Context: an optimization exercise on an open-source flow, tuned for small area, a short achievable clock period and few clock cycles per item. The choices shown serve that exercise and are no tape-out recipe. In this exercise RTL edits were held to simulation tests only and were not proved equivalent to the original. Power figures rest on the tool's default switching activity, not on a simulated workload.

==> flow/design.v (outline; a module is shown in full before it is edited, if it fits) <==
// module JAM: 1669 lines
module JAM (
input CLK,
input RST,
output [2:0] W,
output [2:0] J,
input [6:0] Cost,
output [3:0] MatchCount,
output [9:0] MinCost,
output Valid );
  // ...
==> flow/run.sh <==
#!/bin/bash
# synth_recipe.tcl (not shown) runs the flow's synth.tcl, then flattens the netlist and writes it again
# the make line also repeats each setting of config.mk as NAME=value (left out here)
make -C /OpenROAD-flow-scripts/flow DESIGN_CONFIG=/design/flow/config.mk WORK_HOME=/design/flow/orfs CLKGATE_MAP_FILE= SYNTH_SCRIPT=/design/flow/synth_recipe.tcl finish
==> flow/config.mk <==
export PLATFORM = sky130hd
export DESIGN_NAME = JAM
export DESIGN_NICKNAME = JAM
export VERILOG_FILES = /design/flow/design.v
export SDC_FILE = /design/flow/constraint.sdc
export NUM_CORES = 4
export LEC_CHECK = 0
export CAP_MARGIN = 20
export CORE_MARGIN = 2
export CORE_UTILIZATION = 40
export SLEW_MARGIN = 20
==> flow/constraint.sdc <==
create_clock -name core_clock -period 12.0 [get_ports {CLK}]
set_input_delay 2.4000 -clock core_clock [delete_from_list [all_inputs] [get_ports {CLK}]]
set_output_delay 2.4000 -clock core_clock [all_outputs]
set_load 0.01 [all_outputs]
==> impl_metrics.toml, run 1 <==
[yosys]
synth_warnings = 1
synth_area_leaders = "dfxtp_1 (29%), ha_1 (20%), mux2_2 (10%)"
synth_top_family_by_area = "adder cells"
synthFlopType = "dfxtp_1"

[timing]
hold_violations = 0

[placement]
place_ws_ps = 6450
dpl_cell_area_sq_um = 161000

[clock_tree]
cts_tree = "done"
clockBufferDepth = 4

[die]
die_w_microns = 624

[global_routing]
antenna_found_initial = 52
busiest_layer = "met2"
met1_usage = 0.376
overflow = 0

[cells_and_area]
fin_util = 0.443
multi_input_area_share = 0.590
sh_seq_area = 0.270
design_area_sq_um = 170000
buffer_area_frac = 0.00686
syn_to_final_growth_pct = 10.1

[pwr]
leakagePower_uw = 0.0793
p_sw_uw = 21600

[drt]
drtIter0Drc = 11861
wl_met1_microns = 247000

[status]
status = "timing/DRC/antenna clean"

[job]
drv_cap = 0

[hold_path]
hold_path.startpoint = "v23[0]$_DFF_P_"

[setup_path]
crit_end = "n21[0]$_DFF_P_"
Testbench counts, summed over its fixed seeds: cycles 804, jobs 12.
==> inputs of run 2 (changes only) <==
==> flow/flow/run.sh (new file) <==
#!/bin/bash
# Standard layout, with the timing repair steps aiming 8 ns above the required slack.
set -euo pipefail
export SETUP_SLACK_MARGIN=8
bash standard.sh > standard.log 2>&1
==> flow/standard.sh (new file) <==
#!/bin/bash
# synth_recipe.tcl (not shown) runs the flow's synth.tcl, then flattens the netlist and writes it again
# the make line also repeats each setting of config.mk as NAME=value (left out here)
make -C /OpenROAD-flow-scripts/flow DESIGN_CONFIG=/design/flow/config.mk WORK_HOME=/design/flow/orfs CLKGATE_MAP_FILE= SYNTH_SCRIPT=/design/flow/synth_recipe.tcl "${@:-finish}"
removed: flow/run.sh
==> run 2 against run 1 <==
Effect of this change:
- largest power group unchanged
- setup slack better by 1500 ps
- register-to-register slack better by 1500 ps
- final cell count is 4.4% higher
- count of clock-buffer cells in the layout is 43 higher
- power is 13% higher
- sequential cell count stayed put
- maximum frequency is 35% higher
- first-iteration DRC count is 13% higher
- clock skew is 25 ps lower
==> impl_metrics.toml, run 2 <==
[status]
status = "timing/DRC/antenna clean"

[yosys]
ys_ff_latch = 2276
synth_compound_area_frac = 0.139
synthFlopType = "dfxtp_1"
synth_edf_count = 14
synth-xor-area-share = 0.0492
synth_most_common_cell = "ha_1"
netlist_area_sq_um = 154000
synthArstFlopShare = 0.00351
postSynthCellCount = 16482
synth_top_family_by_area = "adder cells"
synthMuxAreaShare = 0.119
synthAdderAreaFrac = 0.225
synth_common_cells = "ha_1 (2403), dfxtp_1 (2254), inv_1 (1948), mux2_2 (1435), o21ai_0 (884)"
seq_area_frac_synth = 0.297
synth_simple_gate_area_frac = 0.116
yosysTopAreaCell = "dfxtp_1"
synth.distinct_cells = 91
synth_warnings = 1
synth_area_leaders = "dfxtp_1 (29%), ha_1 (20%), mux2_2 (10%)"
synth_top_area_share = 0.293
synth.avg_cell_area_sq_um = 9.34
syn_nets = 19120

[timing]
finalSetupTns_ps = 0
fin_skew_ps = 43.5
clock.fmax_ghz = 0.237
tightest_slew_ps = 1260
period_needed_ps = 4210
setup_viol = 0
finalMaxSlewViolations = 0
hold_violations = 0
hold-worst-slack_ps = 354
rsz0062_at_grt = "true"
slew_headroom = 0.160
final.period_utilization = 0.351

[hold_path]
holdPathStages = 0
hold_path.startpoint = "n120[0]$_DFF_P_"
hold_path_end = "n60[0]$_DFF_P_"
hold_class = "reg2reg"

[clock_tree]
htree_levels = 5
clk_latency_ps = 940
cts_root_buf = "clkbuf_16"
clk_pin_slew_ps = 60
cts_tree = "done"
cts.sinks = 2276
clockBufferDepth = 4
ctsHoldBuffers = 0
cts_buffers = 266

[cells_and_area]
final_nets = 20170
finalNonFillerCells = 22852
syn_to_final_growth_pct = 23.0
final_layout_size_suffix_gt1_frac = 0.250
layout_commonest_cell = "ha_1"
fin_util = 0.495
layout_common_cells = "ha_1 (2287), dfxtp_1 (2208), inv_1 (1920)"

[placement]
gp_congestion = 0.999
portBuffers = 29
dp.cells = 21403
place_hpwl_microns = 470000

[drt]
post-route-drc-count = 0
ant_nets = 0
dr.pass1.iters = 7
wire_per_inst_microns = 27.9
drtIter0Drc = 13371
wl_microns = 638000
avgViaCountPerCell = 5.78
dr_total_vias = 132056

[die]
initial_core_util = 0.402
fp-row-count = 227
fp.dieArea_sq_um = 390000
core_area_sq_um = 383000
die_w_microns = 624
io_pins = 30
die_h_microns = 624

[pwr]
leakagePower_uw = 0.0881
ir_worst_vdd_v = 0.000169
power_density_nw_per_um2 = 284

[global_routing]
track_usage = 0.305
grt_pass1_vias = 119750
overflow = 0
grt_pass1_wl_microns = 857000
grt_max_degree = 64
antenna_found_initial = 100

[job]
drv_cap = 0

[setup_path]
crit_type = "reg2reg"
r2r_setup_slack_ps = 7790
cp-end-kind = "flop"
crit_fanout = 4
r2r_start = "cr3[0]$_SDFF_PN0_"
cp-start-kind = "flop"
crit_required_ps = 12810
r2r_cells = 16
r2r-end = "n210[0]$_DFF_P_"
cp.arrival_ps = 5020
-- run 2: cell counts after synthesis --
No cell type changed its count.
-- run 2: how the worst max path moves through the flow --
stage,startpoint,end,slack [ps],depth (start not counted)
floorplan,cr4[1]$_SDFF_PN0_,n50[1]$_DFF_P_,7720,12
global placement,cnt[2]$_DFFE_PP0P_,v140[5]$_DFF_P_,6760,9
detailed placement,cnt[2]$_DFFE_PP0P_,n22[1]$_DFF_P_,6700,9
CTS,cr3[0]$_SDFF_PN0_,n228[0]$_DFF_P_,7780,14
global route,cr3[0]$_SDFF_PN0_,n210[0]$_DFF_P_,7710,16
finish,cr3[0]$_SDFF_PN0_,n210[0]$_DFF_P_,7790,16
-- run 2: cell families (layout without fill, tap and decap cells) --
family | count (synthesis) | in the layout
AOI/OAI and AO/OA | 3360 | 3375
xor gates and xnor gates | 865 | 865
adders and majority gates | 2629 | 2629
buffers and inverters | 2206 | 3425
DFF | 2276 | 2276
muxes | 1648 | 1648
other | 0 | 75
and+or+nand+nor | 3498 | 3521
-- run 2: layer usage --
metal	up-vias	wire [microns]	track usage
li1	60708	-	-
met1	63399	263000	0.408
met2	6365	261000	0.449
met3	1562	66800	0.0631
met4	22	48000	0.185
met5	-	150	0
-- run 2: what timing repair did --
action / in CTS / in global routing
pin swaps: 201 / 810
cloned: 35 / 58
gates resized for setup: 757 / 1420
setup buffers: 353 / 451
setup endpoints to repair: 1695 / 1629
-- run 2: through the flow --
| stage | power [uW] | worst slack (ps) | area [sq um] |
|---|---|---|---|
| CTS | 49900 | 7780 | 178000 |
| floorplan | 30700 | 7720 | 156000 |
| detailed placement | 39400 | 6700 | 163000 |
| global route | 56900 | 7710 | 189000 |
| finish | 53800 | 7790 | 189000 |
| global placement | 39200 | 6760 | 163000 |
-- run 2: worst max-delay path: stages, from the launching register on --
cell,delay [ps]
dfxtp_4,390
buf_16,160
buf_12,150
buf_8,130
ha_4,160
fa_2,360
a21o_1,200
a21oi_2,170
o21ai_2,80
or4_4,520
nand4_1,110
ha_1,170
nand4_1,130
or3_4,470
or2_4,300
mux2_4,310
mux2_4,250
-- run 2: power by group --
group          leakage (uW)  switching [uW]  total (uW)  internal (uW)
logic                0.0647           15100       29000          13900
clock network       0.00443            3570        8630           5060
registers            0.0190            5500       16200          10700
-- run 2: area by class of cell --
| cell class | count | area (sq um) |
|---|---|---|
| multi-input combinational | 12038 | 110000 |
| timing repair inverter | 1 | 7.51 |
| antenna | 75 | 188 |
| clock buffer | 363 | 7690 |
| fill | 34718 | 193000 |
| timing repair buffer | 1000 | 10800 |
| clock inverter | 112 | 1410 |
| tap | 5038 | 6300 |
| sequential | 2276 | 45900 |
| inverter | 1949 | 7330 |

## separate check: timing with driven ports
Ports are ideal in the flow. The routed layouts listed here were re-timed in OpenROAD.
Step 1, drivers: a clkbuf_16 drives CLK and a buf_2 each remaining input, both assumed.
Step 2 adds t to the input delays and takes it off the output delays; t is the mean of the earliest and latest rising clock arrival at the registers after step 1. Input paths then give back, and output paths get back, about the clock's delay inside the block.
Slacks: ideal ports / drivers / drivers and shift; pairs: ideal ports / drivers.
run	shift t [ns]	setup WS [ns]	cell pins on the clock port's net
run 1	1.041	6.303 / 6.303 / 6.303	1
run 2	1.034	7.788 / 7.788 / 7.788	1
After both steps setup and hold are still met in every run listed.
